Source: an optimization exercise on an open RTL-to-GDS flow (aim: small area). Production flows keep margins and buffers that such runs may drop.
At most, simulation tests tie the RTL to the original design; equivalence was not proved.
Power and IR drop assume default switching activity. No driver is modelled on the clock port, so clocking that relies on it looks cheaper here than on a real chip.

main:
==> flow/design.v <==
`timescale 1ns / 1ps
module canny_top #(
    parameter IMG_W = 256
)(
    input  wire        clk,
    input  wire        rst,
    input  wire [7:0]  pixel_in,
    output wire        out_valid,
    output wire [7:0]  pixel_out
);
    reg  [7:0] col;
    reg  [2:0] row;
    wire [10:0] cnt = {row, col};
    always @(posedge clk) begin
        if (rst) begin
            col <= 8'd1;
            row <= 3'd0;
        end else begin
            col <= col + 8'd1;
            if (col == 8'd255 && row != 3'd7)
                row <= row + 3'd1;
        end
    end
    reg [8*512-1:0] xc;
    always @(posedge clk)
        xc <= {xc[8*511-1:0], rst ? 8'd0 : pixel_in};    
    wire [7:0] x_bot = pixel_in;
    wire [7:0] x_mid = xc[8*256-1 -: 8];
    wire [7:0] x_top = xc[8*512-1 -: 8];
    wire [9:0]        a_new = {2'b0, x_top} + {1'b0, x_mid, 1'b0} + {2'b0, x_bot};
    wire [8:0] b_new = {1'b0, x_bot} - {1'b0, x_top};    
    reg [9:0]        a1, a2;
    reg [8:0]        b1, b2;
    always @(posedge clk) begin
        a1 <= a_new; a2 <= a1;
        b1 <= b_new; b2 <= b1;
    end
    wire [10:0] fx = {1'b0, a_new} - {1'b0, a2};
    wire [10:0] fy = {{2{b2[8]}}, b2} + {b1[8], b1, 1'b0} + {{2{b_new[8]}}, b_new};
    wire [9:0]  ax = fx[10] ? -fx[9:0] : fx[9:0];
    wire [9:0]  ay = fy[10] ? -fy[9:0] : fy[9:0];
    wire [10:0] mag = {1'b0, ax} + {1'b0, ay};
    wire        quad = fx[10] ^ fy[10];
    wire [9:0]  tan22 = (ax >> 2) + (ax >> 3) + (ax >> 5) + (ax >> 7);
    wire [10:0] d22   = {1'b0, ay} - {1'b0, tan22};    
    localparam [1:0] C_H    = 2'd0,    
                     C_D    = 2'd1,    
                     C_V    = 2'd2,    
                     C_W    = 2'd3;    
    wire [1:0] cls = d22[10]                  ? C_H :
                     (d22[9:0] < ax)          ? (quad ? C_V : C_D) :
                                                C_W;
    wire valid_s = (cnt >= 11'd514) && (col >= 8'd2);
    reg [10:0] ms;       
    reg [1:0]  zc;       
    reg [1:0]  zc_d;
    always @(posedge clk) begin
        if (rst)
            ms <= 11'd0;
        else if (valid_s)
            ms <= mag;
        if (valid_s)
            zc <= cls;
        zc_d <= zc;
    end
    reg [11*257-1:0] mc;
    always @(posedge clk)
        mc <= {mc[11*256-1:0], ms};
    wire [10:0] mc1   = mc[10:0];
    wire [10:0] mc255 = mc[11*255-1 -: 11];
    wire [10:0] mc256 = mc[11*256-1 -: 11];
    wire [10:0] mc257 = mc[11*257-1 -: 11];
    wire ge1   = ms >= mc1;      
    wire le1   = mc1 >= ms;      
    wire le255 = mc255 >= ms;    
    wire ge256 = ms >= mc256;    
    wire le256 = mc256 >= ms;    
    wire ge257 = ms >= mc257;    
    wire le257 = mc257 >= ms;    
    localparam [1:0] P_NONE = 2'd0, P_DL = 2'd1, P_D = 2'd2, P_DR = 2'd3;
    reg [3:0] st0;
    always @* begin
        if (cnt == 11'd515)
            st0 = {1'b0, 1'b1, P_NONE};
        else case (zc_d)
            C_H:     st0 = {1'b1, ge1,   P_NONE};
            C_W:     st0 = {1'b1, 1'b1,  P_DL};
            C_V:     st0 = {1'b0, ge256, P_D};
            default: st0 = {1'b0, ge257, P_DR};
        endcase
    end
    reg [3:0]         st1;
    reg [3*256-1:0]   st;     
    wire       st1_alive = st1[2] & (~st1[3] | le1);
    wire [2:0] st255 = st[3*254-1 -: 3];
    wire [2:0] st256 = st[3*255-1 -: 3];
    wire [2:0] st257 = st[3*256-1 -: 3];
    wire st255_alive = st255[2] & ~(st255[1:0] == P_DL & ~le255);
    wire st256_alive = st256[2] & ~(st256[1:0] == P_D  & ~le256);
    wire st257_alive = st257[2] & ~(st257[1:0] == P_DR & ~le257);
    always @(posedge clk) begin
        st1 <= st0;
        st  <= {st256_alive, st256[1:0],
                st255_alive, st255[1:0],
                st[3*253-1:0],
                st1_alive, st1[1:0]};
    end
    wire       valid_n = (col != 8'd254) && (col != 8'd255) && (cnt >= 11'd772);
    wire [7:0] clip257 = (mc257[10:8] != 3'd0) ? 8'hFF : mc257[7:0];
    wire [7:0] ns_new  = (valid_n && st257_alive) ? clip257 : 8'd0;
    reg [8*257-1:0] nc_a;       
    reg [8*255-1:0] nc_b;       
    always @(posedge clk) begin
        nc_a <= {nc_a[8*256-1:0], ns_new};
        nc_b <= {nc_b[8*254-1:0], nc_a[8*257-1 -: 8]};
    end
    wire [7:0] n_bot = ns_new;
    wire [7:0] n_mid = nc_a[8*256-1 -: 8];
    wire [7:0] n_top = nc_b[8*255-1 -: 8];
    wire [7:0] din   = nc_a[8*257-1 -: 8];
    wire [9:0] s_new = {2'b0, n_top} + {2'b0, n_mid} + {2'b0, n_bot};
    reg  [9:0] s1, s2;
    always @(posedge clk) begin
        s1 <= s_new;
        s2 <= s1;
    end
    wire [11:0] sum9 = {2'b0, s_new} + {2'b0, s1} + {2'b0, s2};
    wire [7:0]  din_nx  = (col == 8'd250) ? nc_a[8*254-1 -: 8] : n_mid;
    wire [11:0] din9_nx = {1'b0, din_nx, 3'b000} + {4'b0, din_nx} + 12'd8;
    wire        ge_nx   = (sum9 <= din9_nx);
    reg         ge_mean;
    wire        is_strong  = (din >= 8'd155) && ge_mean;
    wire        is_weak    = (din >= 8'd130) && ge_mean;    
    wire valid_l = (col != 8'd251) && (col != 8'd252) && (cnt >= 11'd509);
    reg [259:0] hc;             
    reg [7:0]   hcol;
    reg         wrapped;
    reg         connected;
    reg         dout;
    wire r_col  = (col == 8'd253 || col == 8'd254) ? hc[259] : hc[257];
    wire r_col1 = (col == 8'd253) ? hc[258] : hc[256];
    wire e_new  = is_strong | (is_weak & connected);
    always @(posedge clk) begin
        hc <= {hc[258:0], e_new};
        if (valid_l)
            ge_mean <= ge_nx;
        if (rst) begin
            hcol    <= 8'd0;
            wrapped <= 1'b0;
        end else if (valid_l) begin
            connected <= ((hcol != 8'd0) & dout) |
                         (wrapped & r_col) |
                         (wrapped & (hcol != 8'd255) & r_col1);
            dout <= e_new;
            hcol <= hcol + 8'd1;
            if (hcol == 8'd255)
                wrapped <= 1'b1;
        end
    end
    reg [7:0] od;
    reg       ov;
    always @(posedge clk) begin
        od <= {od[6:0], dout};
        if (rst)
            ov <= 1'b0;
        else
            ov <= (cnt >= 11'd515) && (col != 8'd3) && (col != 8'd4);
    end
    assign out_valid = ov;
    assign pixel_out = {8{od[7]}};
endmodule
clock: 12.0 ns
lec_check: 0
abc_area: 1
cap_margin: 60
core_margin: 2
core_utilization: 65
slew_margin: 60
standard.sh (not shown) runs the stock make flow with config.mk's settings and CLKGATE_MAP_FILE= SYNTH_SCRIPT=/design/flow/synth_recipe.tcl, a recipe that flattens the netlist after the stock synthesis.
==> flow/flow/run.sh <==
#!/bin/bash
# Standard layout (the standard.sh), with clock tree synthesis told not to
# add dummy balancing loads and to cluster up to 32 flip-flops per leaf buffer.
set -euo pipefail
export CTS_ARGS="-sink_clustering_enable -repair_clock_nets -dont_use_dummy_load -sink_clustering_size 32 -sink_clustering_max_diameter 80"
bash standard.sh > standard.log 2>&1
Edits applied to the flow inputs when going from main to the feature branch:
--- a/flow/design.v
+++ b/flow/design.v
@@ -28,20 +28,23 @@
     wire [7:0] x_mid = xc[8*256-1 -: 8];
     wire [7:0] x_top = xc[8*512-1 -: 8];
     wire [9:0]        a_new = {2'b0, x_top} + {1'b0, x_mid, 1'b0} + {2'b0, x_bot};
     wire [8:0] b_new = {1'b0, x_bot} - {1'b0, x_top};    
     reg [9:0]        a1, a2;
-    reg [8:0]        b1, b2;
+    reg [8:1]        b1h, b2h;
     always @(posedge clk) begin
         a1 <= a_new; a2 <= a1;
-        b1 <= b_new; b2 <= b1;
+        b1h <= b_new[8:1]; b2h <= b1h;
     end
+    wire [8:0] b1 = {b1h, a1[0]};
+    wire [8:0] b2 = {b2h, a2[0]};
     wire [10:0] fx = {1'b0, a_new} - {1'b0, a2};
     wire [10:0] fy = {{2{b2[8]}}, b2} + {b1[8], b1, 1'b0} + {{2{b_new[8]}}, b_new};
     wire [9:0]  ax = fx[10] ? -fx[9:0] : fx[9:0];
     wire [9:0]  ay = fy[10] ? -fy[9:0] : fy[9:0];
-    wire [10:0] mag = {1'b0, ax} + {1'b0, ay};
+    wire [10:0] mag = {1'b0, ax} + {1'b0, ay};    
+    wire [9:0]  mh  = mag[10:1];
     wire        quad = fx[10] ^ fy[10];
     wire [9:0]  tan22 = (ax >> 2) + (ax >> 3) + (ax >> 5) + (ax >> 7);
     wire [10:0] d22   = {1'b0, ay} - {1'b0, tan22};    
     localparam [1:0] C_H    = 2'd0,    
                      C_D    = 2'd1,    
@@ -49,29 +52,29 @@
                      C_W    = 2'd3;    
     wire [1:0] cls = d22[10]                  ? C_H :
                      (d22[9:0] < ax)          ? (quad ? C_V : C_D) :
                                                 C_W;
     wire valid_s = (cnt >= 11'd514) && (col >= 8'd2);
-    reg [10:0] ms;       
+    reg [9:0]  ms;       
     reg [1:0]  zc;       
     reg [1:0]  zc_d;
     always @(posedge clk) begin
         if (rst)
-            ms <= 11'd0;
+            ms <= 10'd0;
         else if (valid_s)
-            ms <= mag;
+            ms <= mh;
         if (valid_s)
             zc <= cls;
         zc_d <= zc;
     end
-    reg [11*257-1:0] mc;
+    reg [10*257-1:0] mc;
     always @(posedge clk)
-        mc <= {mc[11*256-1:0], ms};
-    wire [10:0] mc1   = mc[10:0];
-    wire [10:0] mc255 = mc[11*255-1 -: 11];
-    wire [10:0] mc256 = mc[11*256-1 -: 11];
-    wire [10:0] mc257 = mc[11*257-1 -: 11];
+        mc <= {mc[10*256-1:0], ms};
+    wire [9:0] mc1   = mc[9:0];
+    wire [9:0] mc255 = mc[10*255-1 -: 10];
+    wire [9:0] mc256 = mc[10*256-1 -: 10];
+    wire [9:0] mc257 = mc[10*257-1 -: 10];
     wire ge1   = ms >= mc1;      
     wire le1   = mc1 >= ms;      
     wire le255 = mc255 >= ms;    
     wire ge256 = ms >= mc256;    
     wire le256 = mc256 >= ms;    
@@ -104,11 +107,11 @@
                 st255_alive, st255[1:0],
                 st[3*253-1:0],
                 st1_alive, st1[1:0]};
     end
     wire       valid_n = (col != 8'd254) && (col != 8'd255) && (cnt >= 11'd772);
-    wire [7:0] clip257 = (mc257[10:8] != 3'd0) ? 8'hFF : mc257[7:0];
+    wire [7:0] clip257 = (mc257[9:7] != 3'd0) ? 8'hFF : {mc257[6:0], 1'b0};
     wire [7:0] ns_new  = (valid_n && st257_alive) ? clip257 : 8'd0;
     reg [8*257-1:0] nc_a;       
     reg [8*255-1:0] nc_b;       
     always @(posedge clk) begin
         nc_a <= {nc_a[8*256-1:0], ns_new};
Notes after the runs:
The feature branch reached the end of the flow, and the finished layout is clean on the timing, DRC and antenna checks.
Summary of the feature branch over main: number of buffers inserted by post-CTS setup repair ~0 delta; count of endpoints failing hold in the final timing report ~0 delta; highest attainable clock frequency +2.6%; layout buffer count excluding clock buffers +9; cell area -0.0056 mm^2.
Changes observed in the feature branch relative to main: number of fill cells lost 1.6%, worst-case setup slack after placement picked up an extra 0.20 ns, net load switching power lost about 1.7%, antenna diode instance count lost 1, first-pass GRT wire length lost 2.4%.
Area after detailed placement went down by a few percent going from main to the feature branch.
Comparing the feature branch with main, the initial standard-cell utilization of the core came out essentially unchanged.
X dimension of the die of the feature branch falls short of that of main slightly.
No functional check of the RTL was part of main.

-- static timing again, ports no longer ideal --
The flow's constraints put no driver on any port. The routed layouts listed below were extracted and timed again, unchanged, in two steps.
Step 1 (the two cells are an assumption about what drives the block):
set clk [get_ports {clk}]
set_driving_cell -lib_cell sky130_fd_sc_hd__clkbuf_16 $clk
set_driving_cell -lib_cell sky130_fd_sc_hd__buf_2 [delete_from_list [all_inputs] $clk]
Step 2 adds t to the input delays and takes it off the output delays; t is the mean of the earliest and latest rising clock arrival at the registers after step 1. Input paths then give back, and output paths get back, about the clock's delay inside the block.
a / b / c = ideal ports / drivers / drivers and shift; a / b = the first two.
run | t, ns | setup WS [ns] | hold WS [ns] | worst setup path after step 2 | cell pins on the clock port's net
main | 0.997 | 1.582 / 1.640 / 0.643 | 0.271 / 0.271 / 0.271 | input to register | 1
the feature branch | 1.016 | 1.847 / 1.864 / 0.848 | 0.233 / 0.233 / 0.233 | input to register | 1
After both steps every run listed still meets setup and hold. The setup slack of the feature branch, which loses most, moves by +0.017 ns with the drivers and by -0.999 ns with both steps.
